This design comes from an exercise in tuning for a short achievable clock period and few clock cycles on the open sky130 flow, not from production work.
No run shown here included a check of the RTL's function; only the layout flow was run.
Power is estimated from default activity; no workload was simulated.

## flow/design.v (module list and top-level ports; edited modules follow where they fit)
// module x2: 3 lines
// module mj3: 3 lines
// module mul_pipe: 3523 lines
// module gcell: 4 lines
// module gcell_g: 3 lines
// module kx2: 3 lines
// module ks_add32: 302 lines
// module MIPS_Pipe: 301 lines
// module dff_r: 9 lines
// module dff: 7 lines
// module beq_cmp: 16 lines
// module eq32: 3 lines
// module late_sel: 7 lines
// module fwd3: 7 lines
// module fwd_slice: 13 lines
// module stall_calc: 13 lines
// module inc4: 16 lines
// module and2m: 3 lines
// module btb: 102 lines
// module btb_match: 8 lines
// module add10: 3 lines
// module dec5: 6 lines
// module rd10: 9 lines
// module ao5: 7 lines
// module opdec_j: 6 lines
// module nor3m: 3 lines
// module nor2m: 3 lines
// module and3m: 3 lines
module MIPS_Pipe (
    input  clk, reset,
    input  [31:0] imem_rdata,
    input  [31:0] dmem_rdata,
    output [31:0] imem_addr,
    output [31:0] dmem_addr,
    output [31:0] dmem_wdata,
    output dmem_we
);
  // ...
==> flow/flow/run.sh <==
#!/bin/bash
set -euo pipefail
MARGIN=$(cat flow/setup_margin)
CTSD=$(cat flow/cts_buf_distance)
RES=orfs/results/${FLOW_PLATFORM}/MIPS_Pipe/base
bash standard.sh SETUP_SLACK_MARGIN="$MARGIN" CTS_BUF_DISTANCE="$CTSD" 3_3_place_gp > flow_make_place.log 2>&1
openroad -no_init -exit -threads "${NUM_CORES:-8}" flow/move_out_regs.tcl > flow_move_out_regs.log 2>&1
bash standard.sh SETUP_SLACK_MARGIN="$MARGIN" CTS_BUF_DISTANCE="$CTSD" > flow_make_rest.log 2>&1
==> flow/flow/cts_buf_distance <==
150
==> flow/flow/move_out_regs.tcl <==
# Move each flip-flop that drives an output port's buffer next to that buffer.
set odb orfs/results/$::env(FLOW_PLATFORM)/MIPS_Pipe/base/3_3_place_gp.odb
read_db $odb
set block [ord::get_db_block]
set core [$block getCoreArea]
set cx [expr {([$core xMin] + [$core xMax]) / 2}]
set cy [expr {([$core yMin] + [$core yMax]) / 2}]
set moved 0
foreach bt [$block getBTerms] {
  if {[$bt getIoType] ne "OUTPUT"} { continue }
  set net [$bt getNet]
  set buf ""
  foreach it [$net getITerms] { if {[$it isOutputSignal]} { set buf [$it getInst] } }
  if {$buf eq ""} { continue }
  set innet ""
  foreach it [$buf getITerms] { if {[$it isInputSignal]} { set innet [$it getNet] } }
  if {$innet eq ""} { continue }
  set ff ""
  set nload 0
  foreach it [$innet getITerms] {
    if {[$it isOutputSignal]} { set ff [$it getInst] } else { incr nload }
  }
  if {$ff eq "" || $nload != 1} { continue }
  if {![string match "*df*" [[$ff getMaster] getName]]} { continue }
  set loc [$buf getLocation]
  set x [lindex $loc 0]
  set y [lindex $loc 1]
  # a few microns from the buffer, towards the core centre
  set dx [expr {$cx > $x ? 3000 : -3000}]
  set dy [expr {$cy > $y ? 3000 : -3000}]
  $ff setLocation [expr {$x + $dx}] [expr {$y + $dy}]
  $ff setPlacementStatus PLACED
  incr moved
  puts "moved [$ff getName] next to [$buf getName] for [$bt getName]"
}
puts "moved $moved flip-flops"
write_db $odb
==> flow/flow/setup_margin <==
8.5
==> flow/standard.sh <==
#!/bin/bash
# synth_recipe.tcl (not shown) runs the flow's synth.tcl, then flattens the netlist and writes it again
# the make line also repeats each setting of config.mk as NAME=value (left out here)
make -C /OpenROAD-flow-scripts/flow DESIGN_CONFIG=/design/flow/config.mk WORK_HOME=/design/flow/orfs CLKGATE_MAP_FILE= SYNTH_SCRIPT=/design/flow/synth_recipe.tcl "${@:-finish}"
==> flow/config.mk <==
export PLATFORM = sky130hd
export DESIGN_NAME = MIPS_Pipe
export DESIGN_NICKNAME = MIPS_Pipe
export VERILOG_FILES = /design/flow/design.v
export SDC_FILE = /design/flow/constraint.sdc
export NUM_CORES = 8
export LEC_CHECK = 0
export CAP_MARGIN = 20
export CORE_MARGIN = 2
export CORE_UTILIZATION = 50
export CTS_CLUSTER_DIAMETER = 60
export CTS_CLUSTER_SIZE = 20
export SLEW_MARGIN = 20
export SYNTH_HIERARCHICAL = 1
==> flow/constraint.sdc <==
create_clock -name core_clock -period 12.0 [get_ports {clk}]
set_input_delay 2.4000 -clock core_clock [delete_from_list [all_inputs] [get_ports {clk}]]
set_output_delay 2.4000 -clock core_clock [all_outputs]
set_load 0.01 [all_outputs]
==> results.toml, run 1 <==
[final_layout]
final_nets = 13123
fin_util = 0.579
antenna_cells = 56
buffers = 853
fillers = 23867

[die]
die_area_mm2 = 0.292
die_y_um = 541

[timing]
slew_headroom = 0.136
period_minus_slack_ns = 3.87
hold_violations = 0

[detailed_routing]
drc_errors = 0
wl_met3_um = 61700
ant_nets = 0
vias = 111909
vias_per_cell = 6.58
wl_um = 614000
drt-met1-wl_um = 233000

[clock_tree]
clock-sinks = 2369

[outcome]
status = "finished clean"

[placement]
pre_cts_ws_ns = 5.69
gp_congestion = 1.00

[power_and_ir_drop]
swShare = 0.341
vdd_ir_drop_max_mv = 0.166
design_power_total_uw = 22900
seq_power_share = 0.443
power_frac_comb = 0.237
power.density_mw_per_mm2 = 137

[grt]
use_met2 = 0.617
grt_pass1_vias = 107949
antenna_found_initial = 71
grt_usage = 0.403

[worst_setup_path]
crit_path_top_delay_cell = "dfrtp_1"
critical_path_arrival_ns = 1.47
endpoint_kind = "primary output"
reg2reg_setup_slack_ns = 8.21

[synthesis]
synthCells = 12593
==> inputs of run 2 (changes only) <==
==> flow/flow/cts_buf_distance (replaced) <==
200
--- a/flow/config.mk
+++ b/flow/config.mk
@@ -9,6 +9,6 @@
 export CORE_MARGIN = 2
 export CORE_UTILIZATION = 50
-export CTS_CLUSTER_DIAMETER = 60
-export CTS_CLUSTER_SIZE = 20
+export CTS_CLUSTER_DIAMETER = 80
+export CTS_CLUSTER_SIZE = 24
 export SLEW_MARGIN = 20
 export SYNTH_HIERARCHICAL = 1
==> run 2 against run 1 <==
Effect of this change: die area stayed put; synthesized cell count unchanged; power is 5.4% lower; critical path depth stayed put; area after synthesis unchanged; via count is 0.48% lower; critical endpoint unchanged.
==> results.toml, run 2 <==
[outcome]
status = "finished clean"

[placement]
port_buffers = 162
gp_congestion = 1.00
hpwl_um = 399000

[grt]
antenna_found_initial = 76
grt_use_met3 = 0.0858
met1_usage = 0.515
grt_pass1_vias = 107382
grt_pass1_wl_um = 835000
use_met2 = 0.620
grt_usage = 0.402
overflow = 0
grt_max_degree = 125
grt_busiest_layer = "met2"

[worst_setup_path]
crit_chain = "buf_6"
crit_required_ns = 9.60
critical_path_arrival_ns = 1.40
critPathTopFamily = "flip-flops"
worstSetupStartpointType = "flop"
timing.rr.start = "bt_e[20]"
critPathMaxStageDelay_ns = 0.39
crit_fanout = 1
cp-startpoint = "we_m"
path_buf_inv = 1
worstSetupPathType = "reg -> out"
crit_path_top_delay_cell = "dfrtp_1"
endpoint_kind = "primary output"

[synthesis]
synth_area_mm2 = 0.144
yosysWarnings = 24
synthCells = 12593
postSynthAreaPerCell_um2 = 11.4

[final_layout]
final_cell_mix = "1,546 x edfxtp_1, 1,511 x xor2_1, 1,509 x and2_1"
syn2layout_area_growth_pct = 14.4
drive_gt1_frac = 0.250
top_register = "rf"
largest_register_ffs = 1024
final_common_cell = "edfxtp_1"
final_nets = 13059
reg.largest.list = "rf (1024), btb_u.jt (160), btb_u.tg (160)"

[die]
row_count = 197
die_y_um = 541
die_area_mm2 = 0.292
initial_core_util = 0.501
io-pin-count = 163
die_x_um = 541
fp.coreArea_mm2 = 0.287

[clock_tree]
cts-htree-levels = 4
hold_buffers = 0
clock-sinks = 2369
clk_latency_ns = 0.88
cts_buffers = 153
cts_tree = "yes"
clockBufferDepth = 4
cts_root_buf = "clkbuf_16"
clk_pin_slew_ns = 0.09

[flow_run]
cap_violations = 0

[detailed_routing]
drc_errors = 0
vias_per_cell = 6.60
wl_um = 614000
post_drt_wl_per_cell_um = 36.4
ant_nets = 0
first_pass_iters = 10
vias = 111368
drtIter0Drc = 14709

[timing]
rsz0062_at_grt = "true"
fmax_mhz = 263
holdWs_ns = 0.331
tns_ns = 0
period_minus_slack_ns = 3.80
tightest_slew_ns = 1.34
fin_crit_sh = 0.317
fin_skew_ns = 0.0772
slew_headroom = 0.107
setup_viol = 0
slew_viol_final = 0
hold_violations = 0

[power_and_ir_drop]
seq_power_share = 0.470
vdd_ir_drop_max_mv = 0.167
p_int_uw = 14200
power.density_mw_per_mm2 = 131
p_switching_uw = 7380
clkPwrFrac = 0.279
swShare = 0.341
p_leak_uw = 0.0721
power_frac_comb = 0.251

[worst_hold_path]
holdCritStartpoint = "bpc_e[8]"
hold_class = "reg -> reg"
## run 2: metal layers
| metal | wire length [µm] | share of wire |
|---|---|---|
| met5 | 446 | 0.00073 |
| met3 | 60100 | 0.098 |
| met4 | 47100 | 0.077 |
| met2 | 271000 | 0.44 |
| met1 | 235000 | 0.38 |
## run 2: final timing paths
| path | to | slack, ns | cells after the start |
|---|---|---|---|
| setup / recovery | dmem_we | 8.20 | 1 |
| hold / removal | btb_u.re_pc[8] | 0.33 | 0 |
| setup reg to reg | pc_out.q[11] | 8.27 | 14 |
| hold reg to reg | btb_u.re_pc[8] | 0.33 | 0 |
| max in group asynchronous | pc_f[9] | 9.23 | 3 |
| min in group asynchronous | pc_f[22] | 1.36 | 1 |
## run 2: area by class of cell
cell class                 count  area, µm²
tap                         3781       4730
antenna                       53        133
sequential                  2369      64200
timing repair buffer         849       8960
inverter                      87        360
multi-input combinational   9466      81200
fill                       23986     123000
timing repair inverter         1       5.00
clock inverter                82       1090
clock buffer                 187       4210
## run 2: timing repair
action                                  4_1_cts  5_1_grt
buffers inserted                            130      221
resized for setup                          1266      603
endpoints found under the setup margin      736      427
cloned                                       36       13
pin swaps                                   121      285
## run 2: stage by stage
step                      total power [µW]  instance area, µm²   util  instances  setup slack [ns]
final                                21600              165000  0.574      16875              8.20
after global routing                 22200              165000  0.574      16851              8.18
after CTS                            21200              160000  0.556      16588              8.18
after detailed placement             15100              150000  0.522      16153              5.69
after global placement               15000              150000  0.522      16151              5.74
after floorplan                      13000              144000      -      12609              7.85
## run 2: power groups by stage
stage / Clock, µW / Combinational (µW) / Sequential (µW)
after detailed placement: 0 / 4800 / 10300
after global routing: 6330 / 5660 / 10200
after global placement: 0 / 4720 / 10300
after floorplan: 0 / 3040 / 9940
final: 6030 / 5430 / 10200
after CTS: 6060 / 5050 / 10100

-- static timing again, ports no longer ideal --
The results above use ideal ports. As a check the final layouts listed here were re-extracted and re-timed, cells and wires unchanged. Step 1 sets driving cells, clkbuf_16 on the clock port and buf_2 on the other inputs (assumed; they add their load-dependent delay and slew). Step 2 times the ports against the registers' clock, not the clock port: input delays grow and output delays shrink by t, the midpoint of the rising clock arrivals with the driver on. Slacks: ideal / step 1 / step 2; pairs: ideal / step 1.
run | t (ns) | setup slack, ns | worst hold slack (ns) | worst setup path at the end | worst slew at a driven data input, ns
run 1 | 1.031 | 8.126 / 8.027 / 7.135 | 0.327 / 0.327 / 0.327 | input to register | 0.25
run 2 | 0.942 | 8.199 / 8.056 / 7.114 | 0.331 / 0.331 / 0.331 | input to register | 0.25
After both steps setup and hold are still met in every run listed. The setup slack of run 2, which loses most, moves by -0.143 ns with the drivers and by -1.085 ns with both steps.
